Background: an optimization exercise with open tools, aiming at small area, a short achievable clock period and few clock cycles. Do not read the settings as production practice. In this exercise RTL edits were held to simulation tests only and were not proved equivalent to the original.

job 7756:
Design fpu_double, start of the top module:
module fpu_double( clk, rst, enable, rmode, fpu_op, opa, opb, out, ready, underflow,
overflow, inexact, exception, invalid);
For scale: ~660 flip-flops, roughly 210 I/O pins.
make LEC_CHECK=0 ABC_CLOCK_PERIOD_IN_PS=3000 CAP_MARGIN=20 CORE_MARGIN=2 CORE_UTILIZATION=40 PLACE_DENSITY=0.45 SETUP_SLACK_MARGIN=4.2 SLEW_MARGIN=20 finish   # period 7.5 ns
run.sh (not shown) runs the stock make flow with config.mk's settings and CLKGATE_MAP_FILE= SYNTH_SCRIPT=/design/flow/synth_recipe.tcl, a recipe that flattens the netlist after the stock synthesis.
Testbench counts of job 7756, summed over its fixed seeds: cycles 25,837.
For job 6738, these inputs were changed with respect to job 7756:
--- a/flow/design.v
+++ b/flow/design.v
@@ -71,13 +71,13 @@
 wire [63:0] cpa = X + cpa_y + {63'b0, cpa_cin};
 wire a_den = ~an, b_den = ~bn;
 wire a_ge_b = agt | (aeq & mge);
 wire [55:0] fa = {1'b0, an, A[51:0], 2'b00};
 wire [55:0] fb = {1'b0, bn, B[51:0], 2'b00};
 wire [55:0] LA = a_ge_b ? fa : fb;
-wire lnsd = agt ? (b_den & an) : (a_den & bn);    
+reg  lnsd;            
 wire [55:0] sh_in = agt ? (lnsd ? {fb[54:0], 1'b0} : fb) : (lnsd ? {fa[54:0], 1'b0} : fa);
 wire [55:0] shifted = (|diff[10:6]) ? 56'd0 : (sh_in >> diff[5:0]);
 wire small_den = agt ? b_den : a_den;
 wire fix_fast = ~small_den & (diff >= 11'd55);
 wire [55:0] SS = ((aeq & mge) ? fb : shifted) | {55'd0, fix_fast};
 wire [10:0] el = agt ? ea : eb;
@@ -320,12 +320,13 @@
     b_qnan <= (&eb_p) & (|opb[51:0]) & opb[51];
     a_snan <= (&ea_p) & (|opa[51:0]) & ~opa[51];
     b_snan <= (&eb_p) & (|opb[51:0]) & ~opb[51];
     an <= an_p; bn <= bn_p;
     agt <= agt_p; aeq <= (ea_p == eb_p);
     dab <= dab_p; dba <= dba_p[10:0];
+    lnsd <= agt_p ? (~bn_p & an_p) : (~an_p & bn_p);
     mgt <= {opa[51:39] > opb[51:39], opa[38:26] > opb[38:26], opa[25:13] > opb[25:13], opa[12:0] > opb[12:0]};
     meq <= {opa[51:39] == opb[51:39], opa[38:26] == opb[38:26], opa[25:13] == opb[25:13], opa[12:0] == opb[12:0]};
     Dh <= bn_p;
     dfast_r <= dfast_p;
     qprev <= 1'b0; r0c <= 1'b0; r1c <= 1'b0; neg3 <= 1'b0;
     cnt <= 7'd0; cnt2 <= 12'd0;
@@ -498,17 +499,19 @@
 wire gs = m1 | m0;
 wire trig = (rn & m1) | (rp & ~s & gs) | (rmi & s & gs);
 wire ov = m54 & ones;
 wire [51:0] frac = trig ? finc : mf;
 wire [11:0] e = ealt ? e2 : e1;
 wire einc = trig & ov;
-wire [11:0] ef = e + {11'd0, einc};
+wire [11:0] e1p = e1 + 12'd1, e2p = e2 + 12'd1;
+wire [11:0] ef = ealt ? (einc ? e2p : e2) : (einc ? e1p : e1);
 wire e1_big = e1 > 12'd2046, e1_big1 = e1 > 12'd2045;
 wire e2_big = e2 > 12'd2046, e2_big1 = e2 > 12'd2045;
 wire e1_z = (e1[10:0] == 11'd0), e1_z1 = (e1[10:0] == 11'h7ff);
 wire e2_z = (e2[10:0] == 11'd0), e2_z1 = (e2[10:0] == 11'h7ff);
+wire ebig0 = ealt ? e2_big : e1_big;       
 wire ebig = ealt ? (einc ? e2_big1 : e2_big) : (einc ? e1_big1 : e1_big);
 wire ezero = ealt ? (einc ? e2_z1 : e2_z) : (einc ? e1_z1 : e1_z);
 wire in_z = ezero & (trig ? ones : zeros);
 wire add = (op == 2'b00), sub = (op == 2'b01), mul = (op == 2'b10), dv = (op == 2'b11);
 wire apinf = a_inf & ~sa, aninf = a_inf & sa, bpinf = b_inf & ~sb, bninf = b_inf & sb;
 wire nan_in = a_qnan | b_qnan | a_snan | b_snan;
@@ -535,10 +538,13 @@
 wire exc = inv | ovf | uft | inx;
 wire nan_out = nan_in | inv;
 wire snan_t = inv & ~snan_in;
 wire [62:0] nan0 = a_nan ? {11'h7ff, 1'b1, pa} : {11'h7ff, 1'b1, pb};
 wire [62:0] nano = snan_t ? {11'h7ff, 2'b01, pa[49:0]} : nan0;
 wire [62:0] oinf = irdt ? {11'h7fe, {52{1'b1}}} : {11'h7ff, 52'd0};
-wire [62:0] body = nan_out ? nano : oit ? oinf : uft ? 63'd0 : {ef[10:0], frac};
+wire early_inf = oit0 | ebig0;
+wire irdt0 = (early_inf & ~s & rmi) | (early_inf & s & rp) | (early_inf & rz);
+wire [62:0] oinf0 = irdt0 ? {11'h7fe, {52{1'b1}}} : {11'h7ff, 52'd0};
+wire [62:0] body = nan_out ? nano : early_inf ? oinf0 : div_by_inf ? 63'd0 : {ef[10:0], frac};
 assign out = {s, body};
 assign flags = {uft, ovf, inx, exc, inv};
 endmodule
## What came out
Setup slack delta for job 6738 relative to job 7756: 130 ps lower
In the reports for job 6738 and job 7756, the larger post-synthesis cell count belongs to job 7756.
In terms of multi-input gate count, job 6738 and job 7756 differ only marginally.
Job 6738 reports a higher global-route usage than job 7756 does.
Cmp job 6738 and job 7756 / cell area / higher: job 6738
End of the critical path = out[19]: job 7756; end of the critical path = R[58]: job 6738
Testbench counts of job 6738, summed over its fixed seeds: cycles 25,837.

Another version of the RTL of fpu_double (not shown whole).
For scale: about 71000 um2 of cells after synthesis.
==> flow/config.mk <==
export PLATFORM = sky130hd
export DESIGN_NAME = fpu_double
export DESIGN_NICKNAME = fpu_double
export VERILOG_FILES = /design/flow/design.v
export SDC_FILE = /design/flow/constraint.sdc
export NUM_CORES = 8
export LEC_CHECK = 0
export CAP_MARGIN = 40
export CORE_MARGIN = 2
export CORE_UTILIZATION = 40
export PLACE_DENSITY = 0.45
export SETUP_SLACK_MARGIN = 4.2
export SLEW_MARGIN = 40
==> flow/constraint.sdc <==
create_clock -name core_clock -period 7.5 [get_ports {clk}]
set_input_delay 1.5000 -clock core_clock [delete_from_list [all_inputs] [get_ports {clk}]]
set_output_delay 1.5000 -clock core_clock [all_outputs]
set_load 0.01 [all_outputs]
Testbench counts at the start, summed over its fixed seeds: cycles 25,837.
Edit:
--- a/flow/design.v
+++ b/flow/design.v
@@ -146,24 +146,26 @@
 wire [57:0] dT = q_pos ? ~qD4 : qD4;
 wire [57:0] w4s = {ws, 2'b00};
 wire [57:0] w4c = {wc, 2'b00};
 wire [57:0] ns = w4s ^ w4c ^ dT;
 wire [57:0] nc = {((w4s & w4c) | (w4s & dT) | (w4c & dT)), q_pos};
 reg  [3:0] qh;    
 wire [57:0] D2x = {2'b0, Dv, 3'b0}, D1x = {3'b0, Dv, 2'b0};
 reg  [53:46] shs, shc;
-wire [55:44] dTn = ({12{qh[3]}} & ~D2x[55:44]) | ({12{qh[2]}} & ~D1x[55:44])
-                 | ({12{qh[1]}} & D1x[55:44]) | ({12{qh[0]}} & D2x[55:44]);
+reg  [51:40] dsh;
+wire [55:44] D2n = {1'b1, dsh[51:41]}, D1n = {2'b01, dsh[51:42]};
+wire [55:44] dTn = ({12{qh[3]}} & ~D2n) | ({12{qh[2]}} & ~D1n)
+                 | ({12{qh[1]}} & D1n) | ({12{qh[0]}} & D2n);
 wire [55:44] w4sn = {shs[53:46], ws[45:42]}, w4cn = {shc[53:46], wc[45:42]};
 wire [55:45] nsn = w4sn[55:45] ^ w4cn[55:45] ^ dTn[55:45];
 wire [55:45] ncn = (w4sn[54:44] & w4cn[54:44]) | (w4sn[54:44] & dTn[54:44]) | (w4cn[54:44] & dTn[54:44]);
 wire [6:0] yhat = nsn[55:49] + ncn[55:49];
 wire [2:0] qd;
-fpu_srt_sel qs(.y(yhat), .d(Dv[51:49]), .q(qd));
+fpu_srt_sel qs(.y(yhat), .d(dsh[51:49]), .q(qd));
 wire q1two = ((opb[51:49] == 3'd0) & opa[51]) | ((opb[51:49] == 3'd1) & opa[51] & opa[50])
            | ((opb[51:49] == 3'd2) & (&opa[51:49]));
 wire [2:0] qd1 = {1'b0, q1two, ~q1two};
 wire [1:0] qmag = q_two ? 2'd2 : q_one ? 2'd1 : 2'd0;
 wire [55:0] Q_nx  = q_neg ? {QM[53:0], 2'd0 - qmag} : {Q[53:0], qmag};
 wire [55:0] QM_nx = (q_pos) ? {Q[53:0], qmag - 2'd1} : {QM[53:0], 2'd3 - qmag};
 wire wneg = R[55];
 wire rmsb_f = wneg ? QM[0] : Q[0];
@@ -312,16 +314,17 @@
   | ({56{oh[S_DR2]}} & {Q[54:0], ~R[59]})
   | ({56{oh[S_DP]}} & {X[52:0], 3'b000})
   | ({56{q_shr}} & {R[3], Q[55:4], Q[2:0]})
   | ({56{q_shl}} & {Q[54:3], 1'b0, Q[2:0]})
   | ({56{q_hold}} & Q);
 always @(posedge clk) begin
   qr <= oh[S_IDLE] ? qd1 : qd;
   shs <= oh[S_IDLE] ? Xcap[53:46] : nsn[53:46];
+  if (oh[S_IDLE]) dsh <= opb[51:40];
   shc <= oh[S_IDLE] ? 8'd0 : ncn[53:46];
   qh <= oh[S_IDLE] ? {qd1[1], qd1[0], 2'b00} : {~qd[2] & qd[1], ~qd[2] & qd[0], qd[2] & qd[0], qd[2] & qd[1]};
   bdig <= oh[S_IDLE] ? bdig_cap : bdig_m;
   X <= X_nx;
   Y <= Y_nx;
   R <= R_nx;
   Q <= Q_nx2;
   if (dstep) QM <= QM_nx;
Outcome: Clock-buffer cell count shrinks by 9. Sequential cell count came out higher by 10. Sequential share of layout area shrinks by 0.45 points. Worst setup slack improves by 0.22 ns. Routed wire length is higher by about 10%.
Testbench counts after the change, summed over its fixed seeds: cycles 25,837.

-- what the ideal ports hide --
The results above use ideal ports. As a check the final layouts listed here were re-extracted and re-timed, cells and wires unchanged. Step 1 sets driving cells, clkbuf_16 on the clock port and buf_2 on the other inputs (assumed; they add their load-dependent delay and slew). Step 2, shift: input delay + t, output delay - t, t = (earliest + latest rising clock arrival at the registers) / 2. This alone moves slack from input paths to output paths. Three values: ideal, step 1, step 2; two values: the first two.
run	t, ns	setup WS [ns]	hold slack, ns	clock arrival spread, ns
job 7756	0.870	3.488 / 3.488 / 3.317	0.444 / 0.444 / 0.444	0.030 / 0.030
job 6738	0.843	3.353 / 3.353 / 3.285	0.455 / 0.455 / 0.455	0.049 / 0.050
the first run of note 2	0.852	3.633 / 3.633 / 3.373	0.456 / 0.456 / 0.456	0.048 / 0.048
the second run of note 2	0.907	3.854 / 3.854 / 3.179	0.455 / 0.455 / 0.455	0.060 / 0.060
After both steps setup and hold are still met in every run listed. For the second run of note 2, which loses most, drivers alone change the setup slack by 0.000 ns; drivers and shift together by -0.675 ns.
